This is an optimization exercise on Yosys and OpenROAD, whose aim is small area and a short achievable clock period, not a production implementation.
Function was checked by simulation only, so behaviour that the tests miss may differ from the original.
Power is estimated from default activity; no workload was simulated.

===== flow/design.v =====
`timescale 1ns / 1ps
module ex_unit #(
    parameter WORD_SIZE = 32,
    NUM_REGS = 32,
    REG_SEL = $clog2(NUM_REGS),
    NUM_WORDS = 1024,
    ADDR_SIZE = $clog2(NUM_WORDS)
    )(
    input clk,
    input rst,
    input flush_idex,
    input stall_idex,
    input flush_exmem,
    input stall_exmem,
    input [ADDR_SIZE - 1 : 0] pc,
    input [WORD_SIZE - 1 : 0] immd,
    input [WORD_SIZE - 1 : 0] data1,
    input [WORD_SIZE - 1 : 0] data2,
    input [3:0] alu_op,
    input [REG_SEL - 1 : 0] rd,
    input [REG_SEL - 1 : 0] rs1,
    input [REG_SEL - 1 : 0] rs2,
    input mem_read,
    input mem_write,
    input mem_to_reg,
    input reg_write,
    input alu_src,
    input branch,
    input jump,
    input [1:0] data_size,
    input data_sign,
    input [WORD_SIZE - 1 : 0] wb_data,
    input [REG_SEL - 1 : 0] wb_rd,
    input wb_reg_write,
    output reg [ADDR_SIZE - 1 : 0] pc_mem,
    output reg [ADDR_SIZE - 1 : 0] branch_target_mem,
    output reg [WORD_SIZE - 1 : 0] alu_result_mem,
    output reg [REG_SEL - 1 : 0] rd_mem,
    output reg mem_read_mem,
    output reg mem_write_mem,
    output reg mem_to_reg_mem,
    output reg reg_write_mem,
    output reg alu_zero_mem,
    output reg branch_mem,
    output reg jump_mem,
    output reg [WORD_SIZE - 1 : 0] write_data_mem,
    output reg [1:0] data_size_mem,
    output reg data_sign_mem
    );
    reg bubble_ex;
    always @(posedge clk or posedge rst) begin
        if (rst)              bubble_ex <= 1'b1;
        else if (flush_idex)  bubble_ex <= 1'b1;
        else if (!stall_idex) bubble_ex <= 1'b0;
    end
    reg [ADDR_SIZE - 1 : 0] pc_ex;
    reg [WORD_SIZE - 1 : 0] immd_ex, data1_ex, data2_ex;
    reg [3:0] alu_op_ex;
    reg [REG_SEL - 1 : 0] rd_ex, rs1_ex, rs2_ex;
    reg mem_read_ex, mem_write_ex, mem_to_reg_ex, reg_write_ex;
    reg alu_src_ex, branch_ex, jump_ex;
    reg [1:0] data_size_ex;
    reg data_sign_ex;
    always @(posedge clk) begin
        if (!stall_idex) begin
            pc_ex <= pc;
            immd_ex <= immd;
            data1_ex <= data1;
            data2_ex <= data2;
            alu_op_ex <= alu_op;
            rd_ex <= rd;
            rs1_ex <= rs1;
            rs2_ex <= rs2;
            mem_read_ex <= mem_read;
            mem_write_ex <= mem_write;
            mem_to_reg_ex <= mem_to_reg;
            reg_write_ex <= reg_write;
            alu_src_ex <= alu_src;
            branch_ex <= branch;
            jump_ex <= jump;
            data_size_ex <= data_size;
            data_sign_ex <= data_sign;
        end
    end
    wire mem_ok = reg_write_mem && (rd_mem != 0);
    wire mem_hit1 = mem_ok && (rd_mem == rs1_ex);
    wire mem_hit2 = mem_ok && (rd_mem == rs2_ex);
    wire wb_may1 = (rs1_ex != 0) && !mem_hit1;
    wire wb_may2 = (rs2_ex != 0) && !mem_hit2;
    wire wb_hit1 = wb_reg_write && (wb_rd == rs1_ex) && wb_may1;
    wire wb_hit2 = wb_reg_write && (wb_rd == rs2_ex) && wb_may2;
    wire pass_op = (alu_op_ex == 4'b1111);
    wire sel1_mem = mem_hit1 && !pass_op;
    wire sel1_wb  = wb_hit1 && !pass_op;
    wire sel1_reg = !mem_hit1 && !wb_hit1 && !pass_op;
    wire sel2_mem = mem_hit2;
    wire sel2_wb  = wb_hit2;
    wire sel2_reg = !mem_hit2 && !wb_hit2;
    wire [WORD_SIZE - 1 : 0] op_a = ({WORD_SIZE{sel1_mem}} & alu_result_mem)
                                  | ({WORD_SIZE{sel1_wb}} & wb_data)
                                  | ({WORD_SIZE{sel1_reg}} & data1_ex);
    wire [WORD_SIZE - 1 : 0] src2 = ({WORD_SIZE{sel2_mem}} & alu_result_mem)
                                  | ({WORD_SIZE{sel2_wb}} & wb_data)
                                  | ({WORD_SIZE{sel2_reg}} & data2_ex);
    wire [3:0] op = alu_op_ex;
    wire is_add  = (op == 4'b0000);
    wire is_sub  = (op == 4'b1000);
    wire is_sll  = (op == 4'b0001);
    wire is_slt  = (op == 4'b0010);
    wire is_sltu = (op == 4'b0011);
    wire is_xor  = (op == 4'b0100);
    wire is_srl  = (op == 4'b0101);
    wire is_sra  = (op == 4'b1101);
    wire is_or   = (op == 4'b0110);
    wire is_and  = (op == 4'b0111);
    wire is_pass = (op == 4'b1111);
    wire subtract = is_sub | is_slt | is_sltu;
    wire [WORD_SIZE - 1 : 0] b_inv = (({WORD_SIZE{alu_src_ex}} & immd_ex)
                                    | ({WORD_SIZE{!alu_src_ex}} & src2)) ^ {WORD_SIZE{subtract}};
    wire [WORD_SIZE - 1 : 0] op_b = b_inv;   
    wire [WORD_SIZE - 1 : 0] prop = op_a ^ b_inv;
    wire [WORD_SIZE - 1 : 0] gen = op_a & b_inv;
    localparam NPOS = WORD_SIZE + 1;
    wire [NPOS - 1 : 0] pg_g [0 : 6];
    wire [NPOS - 1 : 0] pg_p [0 : 6];
    assign pg_g[0] = {gen, subtract};
    assign pg_p[0] = {prop, 1'b0};
    genvar lv, j;
    generate
        for (lv = 0; lv < 6; lv = lv + 1) begin : prefix
            for (j = 0; j < NPOS; j = j + 1) begin : node
                if ((j >> lv) & 1) begin : combine
                    localparam integer K = ((j >> lv) << lv) - 1;
                    assign pg_g[lv + 1][j] = pg_g[lv][j] | (pg_p[lv][j] & pg_g[lv][K]);
                    assign pg_p[lv + 1][j] = pg_p[lv][j] & pg_p[lv][K];
                end else begin : pass
                    assign pg_g[lv + 1][j] = pg_g[lv][j];
                    assign pg_p[lv + 1][j] = pg_p[lv][j];
                end
            end
        end
    endgenerate
    wire [WORD_SIZE : 0] carry = pg_g[6];
    wire [WORD_SIZE : 0] sum = {carry[WORD_SIZE], prop ^ carry[WORD_SIZE - 1 : 0]};
    wire ltu = ~sum[WORD_SIZE];
    wire lts = sum[WORD_SIZE] ^ prop[WORD_SIZE - 1];
    function [WORD_SIZE - 1 : 0] reverse(input [WORD_SIZE - 1 : 0] v);
        integer i;
        for (i = 0; i < WORD_SIZE; i = i + 1) reverse[i] = v[WORD_SIZE - 1 - i];
    endfunction
    wire [WORD_SIZE - 1 : 0] sh_in = is_sll ? reverse(op_a) : op_a;
    wire sh_fill = is_sra & op_a[WORD_SIZE - 1];
    wire [2 * WORD_SIZE - 1 : 0] sh_wide = {{WORD_SIZE{sh_fill}}, sh_in} >> op_b[4:0];
    wire [WORD_SIZE - 1 : 0] sh_out = sh_wide[WORD_SIZE - 1 : 0];
    wire [WORD_SIZE - 1 : 0] res_other =
          ({WORD_SIZE{is_srl | is_sra}} & sh_out)
        | ({WORD_SIZE{is_sll}} & reverse(sh_out))
        | ({WORD_SIZE{is_xor | is_or}} & prop)
        | ({WORD_SIZE{is_and | is_or}} & gen);
    wire is_cmp = is_slt | is_sltu;
    wire cmp = (is_slt & lts) | (is_sltu & ltu);
    wire is_addsub = is_add | is_sub | is_pass;
    wire [WORD_SIZE - 1 : 0] zero_carry = {op_a[WORD_SIZE - 2 : 0] | b_inv[WORD_SIZE - 2 : 0], subtract};
    wire zero_sum = &(~(prop ^ zero_carry));
    wire zero_other = ~|res_other;
    wire zero_nocmp = is_addsub ? zero_sum : zero_other;
    wire cmp_if_c1 = is_slt & ~prop[WORD_SIZE - 1];
    wire cmp_if_c0 = (is_slt & prop[WORD_SIZE - 1]) | is_sltu;
    wire [ADDR_SIZE - 1 : 0] pc_m4 = pc_ex - 4;
    wire [ADDR_SIZE - 1 : 0] branch_target = (branch_ex | jump_ex) ? pc_m4 + immd_ex[ADDR_SIZE - 1 : 0] : pc_m4;
    wire hold = !flush_exmem && stall_exmem;
    wire load = !flush_exmem && !stall_exmem;
    wire load_live = load && !bubble_ex;
    wire load_bubble = load && bubble_ex;
    wire load_sum = load_live && is_addsub;
    wire [WORD_SIZE - 1 : 0] res_next_other =
          ({WORD_SIZE{hold}} & alu_result_mem)
        | ({WORD_SIZE{load_live}} & res_other);
    wire [WORD_SIZE - 1 : 0] res_next_c0 = ({WORD_SIZE{load_sum}} & prop) | res_next_other;
    wire [WORD_SIZE - 1 : 0] res_next_c1 = ({WORD_SIZE{load_sum}} & ~prop) | res_next_other;
    wire [WORD_SIZE - 1 : 0] res_next;
    generate
        for (j = 1; j < WORD_SIZE; j = j + 1) begin : res_sel
            assign res_next[j] = carry[j] ? res_next_c1[j] : res_next_c0[j];
        end
    endgenerate
    wire res0_base = carry[0] ? res_next_c1[0] : res_next_c0[0];
    wire res0_if_c1 = res0_base | (load_live & cmp_if_c1);
    wire res0_if_c0 = res0_base | (load_live & cmp_if_c0);
    assign res_next[0] = carry[WORD_SIZE] ? res0_if_c1 : res0_if_c0;
    wire zero_base = (hold & alu_zero_mem) | load_bubble | (load_live & !is_cmp & zero_nocmp);
    wire zero_if_c1 = zero_base | (load_live & cmp_if_c1);
    wire zero_if_c0 = zero_base | (load_live & cmp_if_c0);
    wire zero_next = carry[WORD_SIZE] ? zero_if_c1 : zero_if_c0;
    wire [ADDR_SIZE - 1 : 0] bubble_target = {{(ADDR_SIZE - 2){1'b1}}, 2'b00};   
    always @(posedge clk or posedge rst) begin
        if (rst) begin
            pc_mem <= 0;
            branch_target_mem <= 0;
            alu_result_mem <= 0;
            write_data_mem <= 0;
            rd_mem <= 0;
            alu_zero_mem <= 1'b0;
            branch_mem <= 1'b0;
            jump_mem <= 1'b0;
            mem_read_mem <= 1'b0;
            mem_to_reg_mem <= 1'b0;
            mem_write_mem <= 1'b0;
            reg_write_mem <= 1'b0;
            data_sign_mem <= 1'b0;
            data_size_mem <= 2'b00;
        end else begin
            pc_mem <= ({ADDR_SIZE{hold}} & pc_mem) | ({ADDR_SIZE{load_live}} & pc_ex);
            branch_target_mem <= ({ADDR_SIZE{hold}} & branch_target_mem)
                               | ({ADDR_SIZE{load_live}} & branch_target)
                               | ({ADDR_SIZE{load_bubble}} & bubble_target);
            alu_result_mem <= res_next;
            write_data_mem <= ({WORD_SIZE{hold}} & write_data_mem) | ({WORD_SIZE{load_live}} & src2);
            rd_mem <= ({REG_SEL{hold}} & rd_mem) | ({REG_SEL{load_live}} & rd_ex);
            alu_zero_mem <= zero_next;
            branch_mem <= (hold & branch_mem) | (load_live & branch_ex);
            jump_mem <= (hold & jump_mem) | (load_live & jump_ex);
            mem_read_mem <= (hold & mem_read_mem) | (load_live & mem_read_ex);
            mem_to_reg_mem <= (hold & mem_to_reg_mem) | (load_live & mem_to_reg_ex);
            mem_write_mem <= (hold & mem_write_mem) | (load_live & mem_write_ex);
            reg_write_mem <= (hold & reg_write_mem) | (load_live & reg_write_ex);
            data_sign_mem <= (hold & data_sign_mem) | (load_live & data_sign_ex);
            data_size_mem <= ({2{hold}} & data_size_mem) | ({2{load_live}} & data_size_ex);
        end
    end
endmodule

===== flow/flow/run.sh =====
#!/bin/bash
# Standard layout, with plain buf_1 cells (not delay buffers) as the port buffers.
set -euo pipefail
export BUFFER_PORTS_ARGS="-buffer_cell sky130_fd_sc_hd__buf_1"
bash standard.sh > standard_flow.log 2>&1

===== flow/standard.sh =====
#!/bin/bash
# synth_recipe.tcl (not shown) runs the flow's synth.tcl, then flattens the netlist and writes it again
# the make line also repeats each setting of config.mk as NAME=value (left out here)
make -C /OpenROAD-flow-scripts/flow DESIGN_CONFIG=/design/flow/config.mk WORK_HOME=/design/flow/orfs CLKGATE_MAP_FILE= SYNTH_SCRIPT=/design/flow/synth_recipe.tcl "${@:-finish}"

===== flow/config.mk =====
export PLATFORM = sky130hd
export DESIGN_NAME = ex_unit
export DESIGN_NICKNAME = ex_unit
export VERILOG_FILES = /design/flow/design.v
export SDC_FILE = /design/flow/constraint.sdc
export NUM_CORES = 4
export LEC_CHECK = 0
export ABC_AREA = 1
export CAP_MARGIN = 20
export CORE_MARGIN = 2
export CORE_UTILIZATION = 40
export CTS_CLUSTER_DIAMETER = 120
export CTS_CLUSTER_SIZE = 20
export SETUP_SLACK_MARGIN = 2.8
export SLEW_MARGIN = 20
export TNS_END_PERCENT = 0

===== flow/constraint.sdc =====
create_clock -name core_clock -period 7.5 [get_ports {clk}]
set_input_delay 1.5000 -clock core_clock [delete_from_list [all_inputs] [get_ports {clk}]]
set_output_delay 1.5000 -clock core_clock [all_outputs]
set_load 0.01 [all_outputs]

==> impl_metrics.ini, run 1 <==
[global_routing]
antenna_found_initial = 0
grt_max_degree = 73
overflow = 0
grtUsageMet2_pct = 44.5
grt_pass1_vias = 15900
grt_pass1_wl_um = 99100
grt_usage_pct = 29.9
grt-busiest-layer = met1
grt.met3_usage_pct = 4.74
use_met1_pct = 45.6

[setup_path]
crit_required_ns = 7.88
cp_common_cell = nand2_1
arrival_ns = 4.95
crit_fanout = 5
startpoint_type = input port
critPathBufInv = 6
cp-end-kind = flop
critPathKind = input port to flop
cp_slowest_stage_delay_ns = 0.33
slowest_stage = ha_2
cp_top_family = simple AND/OR/NAND/NOR gates
worst-r2r-cell-count = 21
path_depth = 27

[synthesis]
netlist.area_leader.share_pct = 24.3
synth.largest_area_cell = edfxtp_1
ys_top_cells_by_area = edfxtp_1 24%, dfrtp_1 15%, nand2_1 13%
synthMuxAreaShare_pct = 0.0600
ys.flop_type = edfxtp_1
avgSynthCellArea_um2 = 7.67
ys_warn_count = 1
synth_cell_types = 49
synth_top_family_by_area = simple AND/OR/NAND/NOR gates
synth-seq-cells = 235
synth_xor_xnor_area_share_pct = 4.27
async_reset_ff_share_pct = 42.6
synth_compound_area_share_pct = 11.0
syn_inst = 2174
synthAdderAreaFrac_pct = 5.60
syn_area_um2 = 16700
synth_edf_count = 135
synthSimpleGateAreaFrac_pct = 32.3
yosysSeqAreaShare_pct = 39.3
syn-num-nets = 2427

[clocking]
clk_path_buf_depth = 3
clk_pin_slew_ns = 0.09
cts_tree = done
cts_sinks = 235
cts_max_level = 1
clkLatencyLatePin_ns = 0.55
cts_buffers = 16
root_buffer = clkbuf_16

[timing]
setup_ws_ns = 2.93
layout_min_cycle_time_ns = 4.57
fmax_mhz = 219
skew_ns = 0.0404
slew-limit-headroom_pct = 41.9
rsz0062_at_grt = yes
fin_tns_setup_ns = 0
setup_violations = 0
fin_hold_ws_ns = 0.463
hold_viol_final = 0
worstMarginPinSlew_ns = 0.866
maxSlewViolCount = 0
post-route-period-util_pct = 60.9

[place]
post-place-ws_ns = 1.34
gp_congestion = 0.975
io_buffer_count = 277
place.detailed.hpwl_um = 50800
dp.cells = 2895

[floorplanning]
start_util_pct = 40.7
die_area_um2 = 43300
row_count = 74
die_h_um = 208
die_w_um = 208
io_pins = 278
core_area_um2 = 41000

[route]
via_per_inst = 5.78
routed_wl_um = 66700
drc = 0
drt-pass1-iter-count = 5
drtIter0Drc = 1953
via_count = 17100
routedWlPerCell_um = 22.5
ant_nets = 0

[power_and_ir_drop]
p_switching_uw = 1790
p_comb_share_pct = 42.3
p_leak_uw = 0.00857
peakVddDrop_mv = 0.167
switching_share_pct = 41.2
p_per_area_nw_per_um2 = 224
clkPwrFrac_pct = 22.5
p_int_uw = 2550
p_seq_share_pct = 35.1

[cells_and_area]
final_cells = 2961
drive_gt1_share_pct = 9.97
finish.utilization_pct = 47.2
final_nets = 2672
area_delta_synth_final_pct = 16.1

[worst_hold_path]
hp-class = flop to flop
hold_depth = 1

[outcome]
status = no timing/DRC/antenna violations

[run]
maxCapViolCount = 0
synthesized netlist by cell type (2+ instances only):
cell       count
nor3_1        12
nand2_1      559
a221oi_1       2
edfxtp_1     135
a22oi_1        2
inv_1        151
dfrtp_1       99
xor2_1        41
ha_1          73
inv_2         21
a32oi_1       19
xor2_4         2
xnor2_1       34
o21ai_1        4
nand3_1      336
a21oi_1       75
a2bb2oi_1      8
buf_4         11
a22o_1        39
buf_2         32
nand2_2        7
nor2_2         2
buf_6          8
nand3_2        9
o211ai_1      20
nor2_4         2
or2_2          6
clkinv_1       2
nor2_1       159
inv_4          2
nor4_1         7
clkbuf_1      59
o21ai_0       99
buf_1          7
o221ai_1      12
nand4_1      103
o21bai_1       3
path summary, 6_finish.rpt:
check / from / endpoint / slack, ns
worst min register to register: rd_ex[0] / rd_mem[0] / 0.46
min in group asynchronous: rst / write_data_mem[28] / 1.08
max in group asynchronous: rst / pc_mem[8] / 5.12
worst min-delay path: rd_ex[0] / rd_mem[0] / 0.46
worst max register to register: alu_op_ex[1] / alu_zero_mem / 3.07
worst max-delay path: wb_rd[3] / alu_result_mem[10] / 2.93
worst reg2reg max path, delay by kind of cell (launching register included):
| kind | cells | cell delay [ns] |
|---|---|---|
| AND/OR/NAND/NOR | 18 | 3.16 |
| buffers and inverters | 3 | 0.88 |
| flip-flops | 1 | 0.36 |
placed cells by master, fill, tap and decap left out, types with 9 or more instances in the layout:
cell type,instances
inv_1,143
clkbuf_16,16
ha_2,10
a32oi_1,19
a22o_1,39
nor2_1,141
o221ai_1,12
nand2_1,548
dfrtp_1,99
nand4_1,103
xnor2_1,34
inv_2,18
buf_1,272
nand2_2,14
ha_1,57
a21oi_2,16
o21ai_2,9
edfxtp_1,135
nand3_1,331
nand3_2,12
nor2_2,14
xor2_1,40
nor3_1,9
a21oi_1,59
o21ai_0,78
buf_4,61
o211ai_1,20
o21ai_1,16
through the flow:
stage | instance area, um^2 | power, uW
after floorplan | 16800 | 2690
after global placement | 18100 | 3180
after detailed placement | 18100 | 3180
after CTS | 18800 | 4190
after global routing | 19400 | 4570
final | 19400 | 4340
state kept, by name, summed over array words and instances (netlist names), 2 cells and up:
register and flops:
rs1_ex 5, data2_ex 32, rd_ex 5, alu_op_ex 4, pc_mem 10, write_data_mem 32
pc_ex 10, immd_ex 32, data_size_mem 2, rs2_ex 5, data1_ex 32, branch_target_mem 10
rd_mem 5, alu_result_mem 32, data_size_ex 2
area by class of cell:
type | instances | area [um^2]
Clock buffer | 23 | 427
Antenna cell | 1 | 2.50
Timing Repair inverter | 1 | 8.76
Fill cell | 4207 | 21600
Multi-Input combinational cell | 1647 | 9320
Clock inverter | 4 | 96.3
Tap cell | 532 | 666
Sequential cell | 235 | 6560
Inverter | 176 | 721
Timing Repair Buffer | 342 | 1570
repair_timing:
item                       in CTS  in global routing
pin swaps                       5                 13
gates resized for setup        29                104
setup endpoints to repair      29                 26
buffers inserted               13                 23
hold buffers                    0                  0
gates cloned                    1                  1
power groups by stage:
| stage | registers, uW | clock network, uW | logic (uW) |
|---|---|---|---|
| finish | 1520 | 977 | 1840 |
| global route | 1530 | 1030 | 2000 |
| CTS | 1520 | 990 | 1680 |
| detailed placement | 1550 | 0 | 1640 |
| global placement | 1550 | 0 | 1630 |
| floorplan | 1540 | 0 | 1150 |
logic make-up after synthesis:
family | Yosys count
adder cells (fa/ha/maj) | 74
AO/OA/AOI/OAI | 288
XOR/XNOR | 77
multiplexers | 1
AND/OR/NAND/NOR | 1206
flip-flops | 235
buffers and inverters | 293
per-layer routing:
metal	share of wire [%]	up-vias
li1	-	7991
met1	46	8236
met2	43	812
met3	9.0	82
met4	1.8	0
met5	0	-
==> run 2: changes to the inputs <==
--- a/flow/config.mk
+++ b/flow/config.mk
@@ -8,7 +8,7 @@
 export ABC_AREA = 1
 export CAP_MARGIN = 20
 export CORE_MARGIN = 2
-export CORE_UTILIZATION = 40
+export CORE_UTILIZATION = 60
 export CTS_CLUSTER_DIAMETER = 120
 export CTS_CLUSTER_SIZE = 20
 export SETUP_SLACK_MARGIN = 2.8
==> run 2 against run 1 <==
Compared with the run above: power is 2.2% lower; sequential power hardly changed; critical path depth is 2 lower; combinational power is 2% higher; clock-buffer cell count is 1 higher; clock skew hardly changed; sequential share of layout area is 0.14 points higher.
==> impl_metrics.ini, run 2 <==
[synthesis]
syn_area_um2 = 16700
ys_top_cells_by_area = edfxtp_1 24%, dfrtp_1 15%, nand2_1 13%
yosysSeqAreaShare_pct = 39.3
synth_xor_xnor_area_share_pct = 4.27
netlist.area_leader.share_pct = 24.3
synth.largest_area_cell = edfxtp_1
yosys-top-cells-count = 559 x nand2_1, 336 x nand3_1, 159 x nor2_1, 151 x inv_1, 135 x edfxtp_1
synth_top_family_by_area = simple AND/OR/NAND/NOR gates
synth-seq-cells = 235
ys.flop_type = edfxtp_1
synth_cell_types = 49
syn-num-nets = 2427
synth_compound_area_share_pct = 11.0
synthSimpleGateAreaFrac_pct = 32.3
synthAdderAreaFrac_pct = 5.60
syn_inst = 2174
avgSynthCellArea_um2 = 7.67
yosysMostFrequentCell = nand2_1
async_reset_ff_share_pct = 42.6
synthMuxAreaShare_pct = 0.0600
synth_edf_count = 135
ys_warn_count = 1

[global_routing]
grt_max_degree = 82
grt_pass1_vias = 16100
antenna_found_initial = 1
grt_pass1_wl_um = 91500
overflow = 0
grt_usage_pct = 41.1

[timing]
fin_hold_ws_ns = 0.471
slew-limit-headroom_pct = 29.1
fin_tns_setup_ns = 0
maxSlewViolCount = 0
hold_viol_final = 0
layout_min_cycle_time_ns = 4.62
skew_ns = 0.0399
setup_violations = 0
fmax_mhz = 217
post-route-period-util_pct = 61.6
rsz0062_at_grt = yes
worstMarginPinSlew_ns = 1.06

[clocking]
root_buffer = clkbuf_16
clk_path_buf_depth = 3
clkLatencyLatePin_ns = 0.52
cts_sinks = 235
cts_tree = done
hold_buffers = 0
cts_buffers = 15
clk_pin_slew_ns = 0.08
cts_max_level = 1

[floorplanning]
row_count = 61
io_pins = 278
die_h_um = 171
core_area_um2 = 27600
die_area_um2 = 29100
die_w_um = 171
start_util_pct = 60.5

[cells_and_area]
area_delta_synth_final_pct = 15.7
drive_gt1_share_pct = 10.2
fin_area_um2 = 19300
final_common_cell = nand2_1
final_nets = 2664
fillers = 2196
mostFrequentLayoutCells = 545 x nand2_1, 329 x nand3_1, 272 x buf_1, 147 x nor2_1, 140 x inv_1

[run]
maxCapViolCount = 0

[place]
place.detailed.hpwl_um = 45600
dpl-instance-area_um2 = 17900
io_buffer_count = 277
gp_congestion = 1.01

[power_and_ir_drop]
p_per_area_nw_per_um2 = 220
power_uw = 4240
p_leak_uw = 0.00854
peakVddDrop_mv = 0.212

[setup_path]
arrival_ns = 5.00
crit_required_ns = 7.88
cp-end-kind = flop
crit_fanout = 12
critPathKind = input port to flop
startpoint_type = input port

[route]
via_count = 18100
routed_wl_um = 64200
routedWlPerCell_um = 22.9
drtIter0Drc = 2731
ant_nets = 0
drt-pass1-iter-count = 8
drc = 0
via_per_inst = 6.47

[worst_hold_path]
hp-class = flop to flop

[outcome]
status = no timing/DRC/antenna violations
## run 2: cell types whose count changed in the layout (fill, tap and decap cells not counted), moves of 4 or more
cell and change:
nor2_2 -4, ha_4 +6, a21oi_1 -8, a21oi_2 +7, inv_2 +6, nor2_1 +6, nand3_4 +6, buf_4 -12
inv_6 +4, inv_4 -4, nand2_4 +4
## run 2: metal layers
layer  global-route usage, %  part of all wire, %  up-vias
met5                       0                    0        -
met4                    14.2                  5.1        0
met3                    8.98                   13      251
met2                    63.4                   44     1464
met1                    57.4                   38     8424
li1                        -                    -     7971
## run 2: worst paths after layout
kind | to | depth (start not counted) | startpoint | slack [ns]
worst max register to register | alu_zero_mem | 24 | rd_mem[0] | 2.96
worst min-delay path | rd_mem[1] | 2 | rd_ex[1] | 0.47
worst max-delay path | alu_result_mem[22] | 25 | wb_rd[2] | 2.88
min in group asynchronous | write_data_mem[30] | 2 | rst | 1.06
worst min register to register | rd_mem[1] | 2 | rd_ex[1] | 0.47
max in group asynchronous | alu_result_mem[5] | 3 | rst | 5.21
## run 2: layout make-up
type / count / area (um^2) / area share [%]
Multi-Input combinational cell: 1651 / 9580 / 49.7
Sequential cell: 235 / 6560 / 34.0
Timing Repair Buffer: 330 / 1510 / 7.82
Inverter: 176 / 713 / 3.70
Tap cell: 378 / 473 / 2.45
Clock buffer: 24 / 419 / 2.17
Timing Repair inverter: 2 / 17.5 / 0.0908
Clock inverter: 2 / 13.8 / 0.0714
Antenna cell: 1 / 2.50 / 0.0130
## run 2: where the power goes
group          switching, uW  internal (uW)  leakage [uW]  total [uW]
clock network            452            390      0.000210         842
registers               62.7           1460       0.00269        1520
logic                   1250            623       0.00564        1880
total                   1770           2470       0.00854        4240
## run 2: logic make-up (layout without fill, tap and decap cells)
logic type      count (synthesis)  count (layout)
simple gates                 1206            1211
buf+inv                       293             534
compound gates                288             288
flops                         235             235
xor+xnor                       77              77
fa+ha+maj                      74              74
mux                             1               1
other cells                     0               1
## run 2: worst max-delay path: stages
cell and delay, ns:
buf_2 0.11, inv_1 0.04, nand2_1 0.05, nand2_1 0.06
nor2_2 0.17, nand3_4 0.18, nor2_4 0.20, buf_12 0.17
buf_12 0.15, a21oi_1 0.09, o21ai_1 0.20, xor2_1 0.30
inv_1 0.09, ha_1 0.38, a21oi_1 0.24, o21ai_2 0.10
a21oi_2 0.20, nand2_4 0.13, nand2_1 0.08, nand2_1 0.08
nand2_1 0.08, nand2_1 0.06, or2_1 0.20, nand3_1 0.06
nand2_1 0.05
## run 2: repair_timing
item,in CTS,in global routing
setup buffers,9,23
pin swaps,4,24
resized for setup,26,137
endpoints found under the setup margin,33,31
cloned,0,8
## run 2: through the flow
stage               cells  setup WS (ns)  util [%]
floorplan            2174           2.74         -
global placement     2732           1.59      64.8
detailed placement   2732           1.48      64.8
CTS                  2767           2.73      67.0
global route         2798           2.71      70.0
finish               2799           2.88      70.0

[separate check: timing with driven ports]
The results above use ideal ports. As a check the final layouts listed here were re-extracted and re-timed, cells and wires unchanged.
Step 1: set_driving_cell puts a clkbuf_16 on clk and a buf_2 on each other input, an assumption about the parent block.
Step 2 times the ports against the registers' clock, not the clock port: input delays grow and output delays shrink by t, the midpoint of the rising clock arrivals with the driver on.
Slacks: ideal / step 1 / step 2; pairs: ideal / step 1.
run	shift t [ns]	setup slack, ns	clock arrival spread, ns
run 1	0.582	2.930 / 2.955 / 2.374	0.042 / 0.043
run 2	0.556	2.881 / 2.906 / 2.349	0.042 / 0.043
After both steps every run listed still meets setup and hold. The setup slack of run 1, which loses most, moves by +0.025 ns with the drivers and by -0.556 ns with both steps.
